What follows belongs to an exercise in optimizing a design on an open flow for small area and a short achievable clock period; a production flow would make more cautious choices.
In this exercise RTL edits were held to simulation tests only and were not proved equivalent to the original.
The flow treats the clock pin as an ideal source. Dropping or thinning the clock tree relies on that and would not hold on a real chip.

Setup of try-raven:
==> flow/design.v (excerpt) <==
module PelicanMAC(clk,rst,
             load_iv,
             load_k,
             load_m,
             din,
             dout,
             done);
input             clk,rst;
input             load_iv;
output            load_k;
output            load_m;
input     [127:0] din;
output    [127:0] dout;
output            done;
reg st_i, st_k, st_e, st_p, st_x, st_d;    
reg st_r, st_h, st_nk;                     
reg kc;                                    
reg [1:0] blok;                            
reg second;                                
reg last;                                  
reg lm;                                    
reg [5:0] q;                               
wire last_n = (st_e & (q == 6'd45)) | (st_p & (q == 6'd33));
wire b3     = (blok == 2'd3);
wire n_i = rst;
wire n_k = ~rst & (st_i | (st_k & ~kc) | (st_x & b3));
wire n_e = ~rst & ((st_k & kc) | (st_e & ~last));
wire n_x = ~rst & ((st_e & last & ~second) | (st_p & last));
wire n_p = ~rst & ((st_x & ~b3) | (st_p & ~last));
wire n_d = ~rst & (st_d | (st_e & last & second));
always @(posedge clk) begin
    st_i   <= n_i;
    st_k   <= n_k;
    st_e   <= n_e;
    st_p   <= n_p;
    st_x   <= n_x;
    st_d   <= n_d;
    st_r   <= n_e | n_p;
    st_h   <= n_i | n_k | n_x | n_d;
    st_nk  <= ~n_k;
    kc     <= ~rst & st_k & ~kc;
    blok   <= rst ? 2'd0 : blok + {1'b0, st_x};
    second <= ~rst & (second | (st_x & b3));
    last   <= ~rst & last_n;
    lm     <= ~rst & ((st_e & (q == 6'd45) & ~second) | (st_p & (q == 6'd33)));
    q      <= (st_k | st_x) ? 6'd1 : {q[4:0], ~(q[5] ^ q[4])};
end
assign load_k = st_k;
assign load_m = lm;
assign done   = st_d;
reg  [127:0] s;
reg  [127:0] k;
wire [127:0] sp;
wire [127:0] kuo;
wire rl = st_r & ~load_iv;       
wire hl = st_h & ~load_iv;       
wire xl = st_x | load_iv;        
wire el = st_e & ~load_iv;       
wire pl = st_p & ~load_iv;       
RoundFunction rf0(s, sp);
KeyUpdate ku0(k, kuo);
reg [127:0] kt, ke;
integer m;
always @(*) begin
    kt = 128'd0;
    ke = 128'd0;
    for (m = 0; m < 32; m = m + 1) begin
  ...
Size in the first run: ~1,600 cells after synthesis, ~280 flip-flops, roughly 260 I/O pins, about 15,000 um2 of cells after synthesis.
export LEC_CHECK = 0
export CAP_MARGIN = 20
export CORE_MARGIN = 2
export CORE_UTILIZATION = 40
export SETUP_SLACK_MARGIN = 1.8
export SLEW_MARGIN = 20
export SYNTH_HIERARCHICAL = 1
export SYNTH_MINIMUM_KEEP_SIZE = 0
create_clock -name core_clock -period 3.5 [get_ports {clk}]
standard.sh (not shown) runs the stock make flow with config.mk's settings and CLKGATE_MAP_FILE= SYNTH_SCRIPT=/design/flow/synth_recipe.tcl, a recipe that flattens the netlist after the stock synthesis.
==> flow/flow/run.sh <==
#!/bin/bash
# ORFS layout through the standard.sh, with
#  - the standard flow's synthesis script, but ABC mapping for area (flow/synth.tcl),
#  - plain buf_1 cells as port buffers (the resizer upsizes where needed),
#  - a hand-built two-level clock tree of inverters (two inversions keep
#    the clock's polarity; flow/cts_hook.tcl) in place of
#    TritonCTS, for a low clock insertion delay.
set -euo pipefail
here=$(cd "$(dirname "$0")" && pwd)
export BUFFER_PORTS_ARGS="-buffer_cell sky130_fd_sc_hd__buf_1"
export PRE_CTS_TCL="$here/cts_hook.tcl"
export MCTS_RLEV=2 MCTS_LLEV=2
export MCTS_ROOT=sky130_fd_sc_hd__inv_6 MCTS_LEAF=sky130_fd_sc_hd__inv_8
bash standard.sh SYNTH_SCRIPT="$here/synth.tcl" > standard.log 2>&1
==> flow/flow/cts_hook.tcl <==
# PRE_CTS hook: build a shallow, balanced clock tree by hand (see mancts.tcl)
# in place of TritonCTS; the rest of ORFS's CTS step (legalisation, timing
# repair) runs as usual.
source [file join [file dirname [info script]] mancts.tcl]
man_cts $::env(MCTS_RLEV) $::env(MCTS_LLEV) $::env(MCTS_ROOT) $::env(MCTS_LEAF)
set_propagated_clock [all_clocks]
rename clock_tree_synthesis ""
proc clock_tree_synthesis {args} {
  puts "clock_tree_synthesis skipped: clock tree built by cts_hook.tcl"
}
# ORFS's CTS step next clones clock inverters next to each register load;
# the hand-built tree is already final.
rename repair_clock_inverters ""
proc repair_clock_inverters {args} {
  puts "repair_clock_inverters skipped: clock tree built by cts_hook.tcl"
}
==> flow/flow/mancts.tcl <==
# Manual clock tree: the flip-flops are split by balanced recursive bisection
# of their placed positions into 2^(rlev+llev) groups; each group gets a leaf
# buffer at its centre, and each 2^llev neighbouring leaves a root buffer
# driven by the clock port (2^rlev roots). With llev 0 the roots drive the
# flip-flops directly. The cells may be buffers or, with two levels,
# inverters (output pin Y), whose two inversions keep the polarity.
proc man_cts {rlev llev rootcell leafcell} {
  set block [ord::get_db_block]
  set db [ord::get_db]
  set clknet [$block findNet clk]
  set sinks {}
  foreach it [$clknet getITerms] {
    lappend sinks $it
  }
  # positions
  set pts {}
  foreach it $sinks {
    set inst [$it getInst]
    set bb [$inst getBBox]
    lappend pts [list [expr {([$bb xMin]+[$bb xMax])/2}] [expr {([$bb yMin]+[$bb yMax])/2}]]
  }
  # balanced recursive bisection: split along the wider spread
  proc bisect {items levels} {
    if {$levels == 0} { return [list $items] }
    set xs {}; set ys {}
    foreach it $items { lappend xs [lindex $it 0]; lappend ys [lindex $it 1] }
    set xs [lsort -integer $xs]; set ys [lsort -integer $ys]
    set ax [expr {([lindex $xs end] - [lindex $xs 0]) >= ([lindex $ys end] - [lindex $ys 0]) ? 0 : 1}]
    set s [lsort -integer -index $ax $items]
    set h [expr {[llength $s] / 2}]
    return [concat [bisect [lrange $s 0 [expr {$h-1}]] [expr {$levels-1}]] [bisect [lrange $s $h end] [expr {$levels-1}]]]
  }
  proc centre {items} {
    set sx 0; set sy 0
    foreach it $items { incr sx [lindex $it 0]; incr sy [lindex $it 1] }
    set n [llength $items]
    return [list [expr {$sx / $n}] [expr {$sy / $n}]]
  }
  set items {}
  set i 0
  foreach p $pts { lappend items [list [lindex $p 0] [lindex $p 1] $i]; incr i }
  set groups [bisect $items [expr {$rlev + $llev}]]
  set lasg [lrepeat [llength $pts] 0]
  set lcs {}
  set g 0
  foreach grp $groups {
    lappend lcs [centre $grp]
    foreach it $grp { lset lasg [lindex $it 2] $g }
    incr g
  }
  set nleaf [expr {$llev > 0 ? [llength $groups] : 0}]
  set nroot [expr {1 << $rlev}]
  set per [expr {1 << $llev}]
  set rcs {}; set rasg {}
  for {set r 0} {$r < $nroot} {incr r} {
    set sub {}
    for {set l [expr {$r*$per}]} {$l < ($r+1)*$per} {incr l} { lappend sub [lindex $lcs $l]; lappend rasg $r }
    lappend rcs [centre $sub]
  }
  set rootm [$db findMaster $rootcell]
  set leafm [$db findMaster $leafcell]
  # root buffers
  set rnets {}
  for {set r 0} {$r < $nroot} {incr r} {
    set inst [odb::dbInst_create $block $rootm "mcts_root_$r"]
    $inst setLocation [lindex $rcs $r 0] [lindex $rcs $r 1]
    $inst setPlacementStatus PLACED
    set net [odb::dbNet_create $block "mcts_rnet_$r"]
    $net setSigType CLOCK
    [$inst findITerm A] connect $clknet
    [$inst findITerm [expr {[$inst findITerm X] ne "NULL" ? "X" : "Y"}]] connect $net
    lappend rnets $net
  }
  set dnets $rnets
  if {$nleaf > 0} {
    set dnets {}
    for {set l 0} {$l < $nleaf} {incr l} {
      set inst [odb::dbInst_create $block $leafm "mcts_leaf_$l"]
      $inst setLocation [lindex $lcs $l 0] [lindex $lcs $l 1]
      $inst setPlacementStatus PLACED
      set net [odb::dbNet_create $block "mcts_lnet_$l"]
      $net setSigType CLOCK
      [$inst findITerm A] connect [lindex $rnets [lindex $rasg $l]]
      [$inst findITerm [expr {[$inst findITerm X] ne "NULL" ? "X" : "Y"}]] connect $net
      lappend dnets $net
    }
  }
  set i 0
  foreach it $sinks {
    $it disconnect
    $it connect [lindex $dnets [lindex $lasg $i]]
    incr i
  }
}
==> flow/flow/synth.tcl <==
# The standard synthesis script (synth_recipe.tcl), except that ABC maps
# the S-box module GS and the key-input module AddRoundKey first with ORFS's
# speed script, then everything else
# with flow/abc_area.script: area-oriented mapping without ABC's own buffering
# and sizing, which the placer's timing repair does instead. Registers,
# flattening and renaming are exactly as in synth_recipe.tcl.
set ::abc_area_script [file join [file dirname [info script]] abc_area.script]
proc synth {args} { yosys synth -nofsm -noshare {*}$args }
proc abc {args} {
  set i [lsearch -exact $args -script]
  if {$i >= 0} {
    yosys abc {*}$args GS
    yosys abc {*}$args AddRoundKey
    lset args [expr {$i + 1}] $::abc_area_script
  }
  yosys abc {*}$args
}
source $::env(SCRIPTS_DIR)/synth.tcl
# left out here: clear keep_hierarchy, flatten, clean up, hide names made inside functions, write 1_2_yosys.v
Other scripts of this flow, unchanged in this note and not shown: flow/flow/abc_area.script
try-raven completed every stage of the flow, and the final layout passed the timing, design-rule and antenna checks.
Modified inputs, try-yarrow compared to try-raven
- changing SETUP_SLACK_MARGIN from 1.8 to 1.85
diff --git a/flow/flow/run.sh b/flow/flow/run.sh
--- a/flow/flow/run.sh
+++ b/flow/flow/run.sh
@@ -10 +10 @@
-export BUFFER_PORTS_ARGS="-buffer_cell sky130_fd_sc_hd__buf_1"
+export BUFFER_PORTS_ARGS="-buffer_cell sky130_fd_sc_hd__buf_2"
@@ -13 +13 @@
-export MCTS_ROOT=sky130_fd_sc_hd__inv_6 MCTS_LEAF=sky130_fd_sc_hd__inv_8
+export MCTS_ROOT=sky130_fd_sc_hd__inv_4 MCTS_LEAF=sky130_fd_sc_hd__inv_8
==> summary.txt <==
- Area of all placed cells without fillers for try-yarrow is higher than for try-raven.
- Across both runs, combined flip-flop and latch cell area was higher for try-yarrow than for try-raven.
- Changes observed in try-yarrow relative to try-raven: met1 global-route usage increased 3.2 points; setup slack after layout shrank by 97 ps.
[inputs] try-fjord vs try-yarrow
- SETUP_SLACK_MARGIN: 1.85 -> 2.0
diff --git a/flow/flow/run.sh b/flow/flow/run.sh
--- a/flow/flow/run.sh
+++ b/flow/flow/run.sh
@@ -5,2 +5 @@
-#  - a hand-built two-level clock tree of inverters (two inversions keep
-#    the clock's polarity; flow/cts_hook.tcl) in place of
+#  - a hand-built two-level clock tree (flow/cts_hook.tcl) in place of
@@ -10 +9 @@
-export BUFFER_PORTS_ARGS="-buffer_cell sky130_fd_sc_hd__buf_2"
+export BUFFER_PORTS_ARGS="-buffer_cell sky130_fd_sc_hd__buf_1"
@@ -13 +12 @@
-export MCTS_ROOT=sky130_fd_sc_hd__inv_4 MCTS_LEAF=sky130_fd_sc_hd__inv_8
+export MCTS_ROOT=sky130_fd_sc_hd__clkbuf_16 MCTS_LEAF=sky130_fd_sc_hd__clkbuf_16
diff --git a/flow/flow/cts_hook.tcl b/flow/flow/cts_hook.tcl
--- a/flow/flow/cts_hook.tcl
+++ b/flow/flow/cts_hook.tcl
@@ -11,6 +10,0 @@
-# ORFS's CTS step next clones clock inverters next to each register load;
-# the hand-built tree is already final.
-rename repair_clock_inverters ""
-proc repair_clock_inverters {args} {
-  puts "repair_clock_inverters skipped: clock tree built by cts_hook.tcl"
-}
diff --git a/flow/flow/mancts.tcl b/flow/flow/mancts.tcl
--- a/flow/flow/mancts.tcl
+++ b/flow/flow/mancts.tcl
@@ -5,2 +5 @@
-# flip-flops directly. The cells may be buffers or, with two levels,
-# inverters (output pin Y), whose two inversions keep the polarity.
+# flip-flops directly.
@@ -71 +70 @@
-    [$inst findITerm [expr {[$inst findITerm X] ne "NULL" ? "X" : "Y"}]] connect $net
+    [$inst findITerm X] connect $net
@@ -84 +83 @@
-      [$inst findITerm [expr {[$inst findITerm X] ne "NULL" ? "X" : "Y"}]] connect $net
+      [$inst findITerm X] connect $net
diff --git a/flow/flow/synth.tcl b/flow/flow/synth.tcl
--- a/flow/flow/synth.tcl
+++ b/flow/flow/synth.tcl
@@ -2,2 +2 @@
-# the S-box module GS and the key-input module AddRoundKey first with ORFS's
-# speed script, then everything else
+# the S-box module GS first with ORFS's speed script, then everything else
@@ -13 +11,0 @@
-    yosys abc {*}$args AddRoundKey
Findings:
- | fraction of area in multi-input gates | higher: try-yarrow |
- Looking at clock latency at the later pin of the worst-skew pair, try-fjord sits 100 ps above try-yarrow.
- In try-fjord relative to try-yarrow, die area had gone up slightly.
- Compared with try-yarrow, synthesized area per cell in try-fjord increased slightly.
- Measured against each other, try-yarrow and try-fjord differ in final instance area, the higher figure coming from try-fjord.
- Relative to try-yarrow, synthesized-area fraction occupied by ao, oa, aoi and oai cells has increased by 0.81 points in try-fjord.
- | routed length on met1 | try-yarrow vs try-fjord | ≈ equal |
- Compared with try-yarrow, try-fjord shows a lower first-iteration DRC count.
- try-fjord ended up with s[46]$_DFF_P_ as its capture point of the worst path; try-yarrow ended up with s[61]$_DFF_P_.
- In try-fjord the final clock period utilization by the worst path turned out 3.6 points lower than in try-yarrow.
In every run of this note, the design's own scripts or RTL, not TritonCTS, make the clock network.

==> separate check: timing with driven ports <==
The flow's constraints put no driver on any port. The routed layouts listed below were extracted and timed again, unchanged, in two steps. Step 1 (the two cells are an assumption about what drives the block):
set clk [get_ports {clk}]
set_driving_cell -lib_cell sky130_fd_sc_hd__clkbuf_16 $clk
set_driving_cell -lib_cell sky130_fd_sc_hd__buf_2 [delete_from_list [all_inputs] $clk]
Step 2, shift: input delay + t, output delay - t, t = (earliest + latest rising clock arrival at the registers) / 2. This alone moves slack from input paths to output paths. Three values: ideal ports, drivers, drivers and shift; two values: the first two.
| run | t, ns | slack for setup (ns) | worst register clock-pin slew, ns | cell pins on the clock port's net |
|---|---|---|---|---|
| try-raven | 0.310 | 1.806 / 1.677 / 1.596 | 0.10 / 0.10 | 4 |
| try-yarrow | 0.331 | 1.709 / 1.718 / 1.453 | 0.11 / 0.11 | 4 |
| try-fjord | 0.424 | 1.835 / 1.749 / 1.462 | 0.08 / 0.08 | 4 |
After both steps every run listed still meets setup and hold. The setup slack of try-fjord, which loses most, moves by -0.086 ns with the drivers and by -0.373 ns with both steps.
